This design comes from an exercise in tuning for small area and a short achievable clock period on the open sky130 flow, not from production work.
Function was checked by simulation only, so behaviour that the tests miss may differ from the original.
Power is estimated from default activity; no workload was simulated.

// top
module top (
    input             clk,
    input      [15:0] x,
    input      [15:0] y,
    output reg [31:0] Q_p
);
Size: roughly 810 cells after synthesis, about 0.0056 mm² of cells after synthesis.
Settings: LEC_CHECK=0, CAP_MARGIN=20, CORE_MARGIN=2, CORE_UTILIZATION=40, SLEW_MARGIN=20; clock period 14.0 ns.
standard.sh (not shown) runs the stock make flow with config.mk's settings and CLKGATE_MAP_FILE= SYNTH_SCRIPT=/design/flow/synth_recipe.tcl, a recipe that flattens the netlist after the stock synthesis.
==> flow/flow/run.sh <==
#!/bin/bash
# Own layout flow: the standard ORFS flow with these changes:
#  - synthesis keeps the modules named in KEEP (flattened again at the end, as the standard flow's script
#    does) so that ABC maps each with a script of its own (ABC_PLAN: module:script pairs);
#  - ports get PORT_BUF buffers;
#  - timing repair aims SETUP_MARGIN ns below the clock period.
# Every tool's output goes to a log file in the work folder (and ORFS's own logs under orfs/logs).
set -euo pipefail
WORK=$(pwd)
FLOWDIR=$WORK/flow
source $FLOWDIR/settings.sh

cp config.mk my_config.mk
cat >> my_config.mk <<EOC
export SETUP_SLACK_MARGIN = ${SETUP_MARGIN}
export TNS_END_PERCENT = 100
export BUFFER_PORTS_ARGS = -buffer_cell ${PORT_BUF}
export SYNTH_KEEP_MODULES = ${KEEP:-}
EOC
[ -n "${EXTRA_MK:-}" ] && printf '%b\n' "$EXTRA_MK" >> my_config.mk

# synthesis script: the standard flow's, with abc run once per module of ABC_PLAN, each with its own script
{
  echo "proc abc {args} {"
  echo "  set i [lsearch -exact \$args -script]"
  echo "  foreach {mod scr} {${ABC_PLAN}} {"
  echo "    set a \$args"
  echo "    lset a [expr {\$i + 1}] $FLOWDIR/\$scr"
  echo "    yosys abc {*}\$a \$mod"
  echo "  }"
  echo "}"
  cat synth_recipe.tcl
} > my_synth.tcl

make -C "$FLOW_HOME" DESIGN_CONFIG=$WORK/my_config.mk WORK_HOME=$WORK/orfs CLKGATE_MAP_FILE= \
  SYNTH_SCRIPT=$WORK/my_synth.tcl finish > $WORK/make_finish.log 2>&1

RES=$WORK/orfs/results/$FLOW_PLATFORM/top/base
: # left out here: write the final layout as DEF
==> flow/flow/amap.abc <==
strash; dch -f; amap
==> flow/flow/exp.abc <==
strash; dch -f; map -D 900; topo; buffer -N 8; upsize -D 900; dnsize -D 900; stime -p
==> flow/flow/fast.abc <==
strash; dch -f; map -D 700; topo; buffer -N 6; upsize -D 700; dnsize -D 700; stime -p
==> flow/flow/gate.abc <==
strash; map -a
==> flow/flow/settings.sh <==
SETUP_MARGIN=9
PORT_BUF=sky130_fd_sc_hd__buf_1
KEEP="roba_exp g_inv g_nand2 g_nor2 g_xor2 g_xnor2 g_a21oi g_o21ai g_o22ai g_nor3 g_nor4 g_and4 g_a31oi g_a41oi"
ABC_PLAN="roba_exp exp.abc g_* gate.abc top amap.abc"
EXTRA_MK='export ADDER_MAP_FILE ='
The first run completed with no timing, DRC or antenna violations.
Then changed:
==> flow/flow/settings.sh (replaced) <==
SETUP_MARGIN=9.5
PORT_BUF=sky130_fd_sc_hd__buf_1
KEEP="roba_exp g_inv g_nand2 g_nor2 g_xor2 g_xnor2 g_a21oi g_o21ai g_o22ai g_nor3 g_nor4 g_and4 g_a31oi g_a41oi"
ABC_PLAN="roba_exp exp.abc g_* gate.abc top amap.abc"
EXTRA_MK='export ADDER_MAP_FILE =
export CTS_BUF_LIST = sky130_fd_sc_hd__clkbuf_8
export CTS_CLUSTER_SIZE = 32
export CTS_CLUSTER_DIAMETER = 60
export CORE_UTILIZATION = 65'
- maximum frequency is higher by 4.4%
- power decreases by 3.9%
- setup slack improved by 0.19 ns
- global-route usage increases by 13 points
- routed wire length rises by 7.2%
- clock-buffer cell count came out lower by 1
- clock power falls by 27%
- cell area barely changes
Then changed:
--- a/flow/flow/settings.sh
+++ b/flow/flow/settings.sh
@@ -6,4 +6,3 @@
 export CTS_BUF_LIST = sky130_fd_sc_hd__clkbuf_8
-export CTS_CLUSTER_SIZE = 32
-export CTS_CLUSTER_DIAMETER = 60
-export CORE_UTILIZATION = 65'
+export CTS_CLUSTER_SIZE = 64
+export CTS_CLUSTER_DIAMETER = 200'
=> The new run went through all stages and came out clean. Core utilization is lower by 31 points. Worst hold slack got worse by 0.058 ns. Design area rose by 1.4%. Sequential power hardly moves. Clock skew climbs by 0.014 ns. Wire length fell by 6.5%. Via count shrinks by 9.0%.
Then changed:
--- a/flow/flow/settings.sh
+++ b/flow/flow/settings.sh
@@ -1,2 +1,2 @@
-SETUP_MARGIN=9.5
+SETUP_MARGIN=9.75
 PORT_BUF=sky130_fd_sc_hd__buf_1
@@ -6,3 +6,3 @@
 export CTS_BUF_LIST = sky130_fd_sc_hd__clkbuf_8
-export CTS_CLUSTER_SIZE = 64
-export CTS_CLUSTER_DIAMETER = 200'
+export CTS_CLUSTER_SIZE = 32
+export CTS_CLUSTER_DIAMETER = 60'
After rerunning: Global-route usage came out higher by 0.44 points. Synthesized cell count does not change. Worst hold slack improves by 0.014 ns. Fmax is higher by 5.0%. Clock power drops by 20%. Wire length is higher by 3.6%. Final cell count increases by 1.4%. Setup slack gains 0.20 ns. Core utilization goes up by 3.2 points. Area after synthesis stays the same. Non-clock buffer count rose by 14.
Then changed:
--- a/flow/flow/settings.sh
+++ b/flow/flow/settings.sh
@@ -1,2 +1,2 @@
-SETUP_MARGIN=9.75
+SETUP_MARGIN=9.25
 PORT_BUF=sky130_fd_sc_hd__buf_1
The new run went through all stages and came out clean. Cell area decreases by 8.7%. Total power decreases by 2.9%. Via count decreases by 3.2%. Global-route usage decreases by 0.31 points. Worst hold slack gets worse by 0.029 ns. Die area does not change. Worst setup slack gets worse by 0.46 ns. Utilization decreases by 4.5 points. Non-clock buffer count decreases by 13. Routed wire length decreases by 5.4%. Cell count decreases by 1.5%.

Another version of the RTL of top (not shown whole).
Size: ~840 cells after synthesis, roughly 65 flip-flops, ~65 I/O pins, roughly 5600 µm² of cells after synthesis.
clock: 14.0 ns
lec_check: 0
cap_margin: 20
core_margin: 2
core_utilization: 40
slew_margin: 20
==> flow/flow/run.sh <==
#!/bin/bash
# Own layout flow: the standard ORFS flow with these changes:
#  - synthesis keeps the modules named in KEEP (flattened again at the end, as the standard flow's script
#    does) so that ABC maps each with a script of its own (ABC_PLAN: module:script pairs);
#  - ports get PORT_BUF buffers;
#  - timing repair aims SETUP_MARGIN ns below the clock period.
# Every tool's output goes to a log file in the work folder (and ORFS's own logs under orfs/logs).
set -euo pipefail
WORK=$(pwd)
FLOWDIR=$WORK/flow
source $FLOWDIR/settings.sh

cp config.mk my_config.mk
cat >> my_config.mk <<EOC
export SETUP_SLACK_MARGIN = ${SETUP_MARGIN}
export TNS_END_PERCENT = 100
export BUFFER_PORTS_ARGS = -buffer_cell ${PORT_BUF}
export SYNTH_KEEP_MODULES = ${KEEP:-}
EOC
[ -n "${EXTRA_MK:-}" ] && printf '%b\n' "$EXTRA_MK" >> my_config.mk
# area recovery after global routing (see post_grt.tcl)
if [ -f $FLOWDIR/post_grt.tcl ]; then
  echo "export POST_GLOBAL_ROUTE_TCL = $FLOWDIR/post_grt.tcl" >> my_config.mk
fi

# synthesis script: the standard flow's, with abc run once per module of ABC_PLAN, each with its own script
{
  echo "proc abc {args} {"
  echo "  set i [lsearch -exact \$args -script]"
  echo "  foreach {mod scr} {${ABC_PLAN}} {"
  echo "    set a \$args"
  echo "    lset a [expr {\$i + 1}] $FLOWDIR/\$scr"
  echo "    if {[string match roba_exp* \$mod]} { foreach c {${EXP_DU:-}} { lappend a -dont_use \$c } }"
  echo "    yosys abc {*}\$a \$mod"
  echo "  }"
  echo "}"
  cat synth_recipe.tcl
} > my_synth.tcl

make -C "$FLOW_HOME" DESIGN_CONFIG=$WORK/my_config.mk WORK_HOME=$WORK/orfs CLKGATE_MAP_FILE= \
  SYNTH_SCRIPT=$WORK/my_synth.tcl finish > $WORK/make_finish.log 2>&1

RES=$WORK/orfs/results/$FLOW_PLATFORM/top/base
: # left out here: write the final layout as DEF
==> flow/flow/dnsize.tcl <==
# Greedy area recovery: downsize combinational cells one drive step at a time while the worst
# setup slack stays at least what it was before.
proc roba_family_sizes { master_name } {
  if { ![regexp {^(.*_)([0-9]+)$} $master_name -> base sz] } { return {} }
  set sizes {}
  foreach lc [get_lib_cells ${base}*] {
    set n [get_name $lc]
    if { [regexp "^[string map {. \\.} $base](\[0-9\]+)\$" $n -> s] } { lappend sizes [list $s $n] }
  }
  return [lsort -integer -index 0 $sizes]
}
proc roba_dnsize { {tol 0.0} {est "-placement"} } {
  estimate_parasitics {*}$est
  set ws0 [sta::worst_slack_cmd max]
  set a0 [rsz::design_area]
  set cands {}
  foreach inst [get_cells *] {
    if { [catch { set lc [get_lib_cells -of_objects $inst] }] || $lc eq "" || $lc eq "NULL" } { continue }
    if { [catch { set mn [get_name $lc] }] } { continue }
    if { [string match "*__dl*" $mn] || [string match "*__sdf*" $mn] } { continue }
    if { [string match "*clkbuf*" $mn] || [string match "clkbuf*" [get_name $inst]] } { continue }
    if { [string match "*tap*" $mn] || [string match "*fill*" $mn] || [string match "*conb*" $mn] } { continue }
    if { ![regexp {_([0-9]+)$} $mn -> sz] } { continue }
    if { $sz <= 1 } { continue }
    # slack of the instance's output
    set s 1e9
    foreach pin [get_pins -of_objects $inst -filter "direction == output"] {
      if { [catch { set ps [get_property $pin slack_max] }] } { set ps "" }
      if { $ps ne "" && $ps < $s } { set s $ps }
    }
    lappend cands [list $s $inst]
  }
  set cands [lsort -real -decreasing -index 0 $cands]
  set n 0
  foreach c $cands {
    set inst [lindex $c 1]
    set done 0
    while { !$done } {
      set mn [get_name [get_lib_cells -of_objects $inst]]
      set sizes [roba_family_sizes $mn]
      regexp {_([0-9]+)$} $mn -> cur
      set smaller ""
      foreach e $sizes { if { [lindex $e 0] < $cur } { set smaller [lindex $e 1] } }
      if { $smaller eq "" } { break }
      if { [catch { replace_cell $inst $smaller }] } { break }
      estimate_parasitics {*}$est
      set ws [sta::worst_slack_cmd max]
      if { $ws < $ws0 - $tol } {
        replace_cell $inst $mn
        estimate_parasitics {*}$est
        set done 1
      } else {
        incr n
      }
    }
  }
  puts "roba_dnsize: $n downsizing steps, area [expr {$a0*1e12}] -> [expr {[rsz::design_area]*1e12}], worst slack [expr {$ws0*1e9}] -> [expr {[sta::worst_slack_cmd max]*1e9}]"
}

proc roba_dnsize_adp { period {est "-placement"} } {
  estimate_parasitics {*}$est
  set ws [expr {[sta::worst_slack_cmd max] * 1e9}]
  set a [expr {[rsz::design_area] * 1e12}]
  set a0 $a; set ws0 $ws
  set cands {}
  foreach inst [get_cells *] {
    if { [catch { set lc [get_lib_cells -of_objects $inst] }] || $lc eq "" || $lc eq "NULL" } { continue }
    if { [catch { set mn [get_name $lc] }] } { continue }
    if { [string match "*__dl*" $mn] || [string match "*__sdf*" $mn] } { continue }
    if { [string match "*clkbuf*" $mn] || [string match "clkbuf*" [get_name $inst]] } { continue }
    if { [string match "*tap*" $mn] || [string match "*fill*" $mn] || [string match "*conb*" $mn] } { continue }
    if { ![regexp {_([0-9]+)$} $mn -> sz] } { continue }
    if { $sz <= 1 } { continue }
    set s 1e9
    foreach pin [get_pins -of_objects $inst -filter "direction == output"] {
      if { [catch { set ps [get_property $pin slack_max] }] } { set ps "" }
      if { $ps ne "" && $ps < $s } { set s $ps }
    }
    lappend cands [list $s $inst]
  }
  set cands [lsort -real -decreasing -index 0 $cands]
  set n 0
  foreach c $cands {
    set inst [lindex $c 1]
    while { 1 } {
      set mn [get_name [get_lib_cells -of_objects $inst]]
      set sizes [roba_family_sizes $mn]
      regexp {_([0-9]+)$} $mn -> cur
      set smaller ""
      foreach e $sizes { if { [lindex $e 0] < $cur } { set smaller [lindex $e 1] } }
      if { $smaller eq "" } { break }
      if { [catch { replace_cell $inst $smaller }] } { break }
      estimate_parasitics {*}$est
      set ws1 [expr {[sta::worst_slack_cmd max] * 1e9}]
      set a1 [expr {[rsz::design_area] * 1e12}]
      if { $a1 * ($period - $ws1) > $a * ($period - $ws) } {
        replace_cell $inst $mn
        estimate_parasitics {*}$est
        break
      }
      set ws $ws1; set a $a1
      incr n
    }
  }
  puts "roba_dnsize_adp: $n steps, area $a0 -> $a, worst slack $ws0 -> $ws"
}
==> flow/flow/exp.abc <==
strash; dch -f; map -D 1100; topo; buffer -N 8; upsize -D 1100; dnsize -D 1100; stime -p
==> flow/flow/post_grt.tcl <==
# After global routing's timing repair: give back area by downsizing cells that do not set the
# worst slack, then legalize and re-route what moved (as global_route.tcl does after its repairs).
source [file join [file dirname [info script]] dnsize.tcl]
roba_dnsize_adp 14.0 -global_routing
log_cmd global_route -start_incremental
log_cmd detailed_placement
log_cmd global_route -end_incremental
log_cmd estimate_parasitics -global_routing
write_guides $::env(RESULTS_DIR)/route.guide
==> flow/flow/settings.sh <==
SETUP_MARGIN=9.4
PORT_BUF=sky130_fd_sc_hd__buf_1
KEEP="roba_expx roba_expy g_a21oi g_inv g_nand2 g_nor2 g_nor3 g_o21ai g_o22ai g_xnor2 g_xor2 "
ABC_PLAN="roba_expx exp.abc roba_expy exp.abc g_* gate.abc top amap.abc"
EXTRA_MK='export ADDER_MAP_FILE =
export CTS_BUF_LIST = sky130_fd_sc_hd__clkbuf_8
export CTS_CLUSTER_SIZE = 32
export CTS_CLUSTER_DIAMETER = 60
export SKIP_GATE_CLONING = 1
export REMOVE_ABC_BUFFERS = 1
export ROBA_DN_TOL = 0.0'
EXP_DU="sky130_fd_sc_hd__nor4_* sky130_fd_sc_hd__nor3_* sky130_fd_sc_hd__or4_* sky130_fd_sc_hd__or3_* sky130_fd_sc_hd__a211oi_* sky130_fd_sc_hd__a2111oi_* sky130_fd_sc_hd__o2111ai_* sky130_fd_sc_hd__a311oi_* sky130_fd_sc_hd__o311ai_* sky130_fd_sc_hd__a41oi_* sky130_fd_sc_hd__o41ai_* sky130_fd_sc_hd__nor4b_* sky130_fd_sc_hd__nor3b_* sky130_fd_sc_hd__or2_* sky130_fd_sc_hd__and4_* sky130_fd_sc_hd__a221oi_* sky130_fd_sc_hd__o221ai_*"
Scripts as last shown in full above: flow/flow/amap.abc, flow/flow/gate.abc
==> next run, changes <==
==> flow/flow/exp.abc (replaced) <==
strash; dch -f; map -D 900; topo; buffer -N 8; upsize -D 900; dnsize -D 900; stime -p
--- a/flow/flow/settings.sh
+++ b/flow/flow/settings.sh
@@ -1 +1 @@
-SETUP_MARGIN=9.4
+SETUP_MARGIN=9.7
After rerunning: With this change the flow finished but fails on capacitance limit, slew limit; setup slack is better by 80 ps; utilization rose by 1.5 points; fmax grows by 2.0%; final area increases by 3.3%; sequential share of layout area drops by 0.60 points; synthesized cell count is higher by 0.59%.
==> next run, changes <==
==> flow/flow/exp.abc (replaced) <==
strash; dch -f; map -D 1400; topo; buffer -N 8; upsize -D 1400; dnsize -D 1400; stime -p
--- a/flow/flow/settings.sh
+++ b/flow/flow/settings.sh
@@ -1 +1 @@
-SETUP_MARGIN=9.7
+SETUP_MARGIN=9.4
Result: With this change the flow finished clean; power fell by 0.66%; routed wire length shrinks by 0.92%; core utilization climbs by 0.48 points; register-to-register slack loses 130 ps; cell count came out lower by 0.80%; design area fell by 2.5%; global-route usage increases by 0.13 points.
==> next run, changes <==
--- a/flow/flow/dnsize.tcl
+++ b/flow/flow/dnsize.tcl
@@ -60,2 +60 @@
-proc roba_dnsize_adp { period {est "-placement"} } {
-  estimate_parasitics {*}$est
+proc roba_dnsize_adp { period } {
@@ -93 +91,0 @@
-      estimate_parasitics {*}$est
@@ -98 +95,0 @@
-        estimate_parasitics {*}$est
==> flow/flow/exp.abc (replaced) <==
strash; dch -f; map -D 900; topo; buffer -N 8; upsize -D 900; dnsize -D 900; stime -p
--- a/flow/flow/post_grt.tcl
+++ b/flow/flow/post_grt.tcl
@@ -4 +4 @@
-roba_dnsize_adp 14.0 -global_routing
+roba_dnsize $::env(ROBA_DN_TOL) -global_routing
With this change the flow finished with capacitance limit, slew limit left.
Cell area shrinks by a few percent.
Non-clock buffer count came out lower by 12.
Power fell by a few percent.
Via count goes down slightly.
Setup slack gets better by 12 ps.
==> next run, changes <==
--- a/flow/flow/dnsize.tcl
+++ b/flow/flow/dnsize.tcl
@@ -60 +60,2 @@
-proc roba_dnsize_adp { period } {
+proc roba_dnsize_adp { period {est "-placement"} } {
+  estimate_parasitics {*}$est
@@ -91,0 +93 @@
+      estimate_parasitics {*}$est
@@ -95,0 +98 @@
+        estimate_parasitics {*}$est
--- a/flow/flow/post_grt.tcl
+++ b/flow/flow/post_grt.tcl
@@ -4 +4 @@
-roba_dnsize $::env(ROBA_DN_TOL) -global_routing
+roba_dnsize_adp 14.0 -global_routing
Outcome: This time the run passed the timing, DRC and antenna checks; die area stays the same; sequential power hardly moves; final area barely changes.
==> next run, changes <==
--- a/flow/flow/settings.sh
+++ b/flow/flow/settings.sh
@@ -11 +11,2 @@
-export ROBA_DN_TOL = 0.0'
+export ROBA_DN_TOL = 0.0
+export CTS_ARGS = -sink_clustering_enable -repair_clock_nets -buf_list sky130_fd_sc_hd__clkbuf_8 -sink_clustering_size 32 -sink_clustering_max_diameter 100 -sink_buffer_max_cap_derate 1.0'
After rerunning: The changed run finished with timing, DRC and antenna clean. Total power is unchanged. Clock skew stays the same. Fmax does not change. Routed wire length is unchanged. Die area stays the same. Core utilization does not change. Global-route usage stays the same. Clock-buffer cell count does not change. Non-clock buffer count stays the same. Sequential share of layout area is unchanged. Design area does not change.

re-timing with driven ports:
The flow's constraints put no driver on any port. The routed layouts listed below were extracted and timed again, unchanged, in two steps. Step 1 sets driving cells, clkbuf_16 on the clock port and buf_2 on the other inputs (assumed; they add their load-dependent delay and slew). Step 2 moves the port delays by t, midway between the first and last clock arrival at a register: inputs arrive t later, outputs are due t later. That takes back most of the time a late clock gives input paths. a / b / c = ideal ports / drivers / drivers and shift; a / b = the first two.
| run | t, ns | setup WS [ns] | cell pins on the clock port's net |
|---|---|---|---|
| the first run of note 1 | 0.386 | 9.395 / 9.395 / 9.090 | 1 |
| the second run of note 1 | 0.389 | 9.590 / 9.590 / 9.410 | 1 |
| the third run of note 1 | 0.405 | 9.761 / 9.776 / 9.371 | 1 |
| the fourth run of note 1 | 0.399 | 9.964 / 9.980 / 9.581 | 1 |
| the fifth run of note 1 | 0.404 | 9.500 / 9.500 / 9.170 | 1 |
| the first run of note 2 | 0.398 | 9.811 / 9.811 / 9.665 | 1 |
| the second run of note 2 | 0.393 | 9.891 / 9.891 / 9.689 | 1 |
| the third run of note 2 | 0.393 | 9.765 / 9.765 / 9.628 | 1 |
| the fourth run of note 2 | 0.390 | 9.777 / 9.777 / 9.677 | 1 |
| the fifth run of note 2 | 0.392 | 9.793 / 9.793 / 9.689 | 1 |
| the sixth run of note 2 | 0.392 | 9.793 / 9.793 / 9.689 | 1 |
The setup slack of the third run of note 1, which loses most, moves by +0.015 ns with the drivers and by -0.390 ns with both steps.
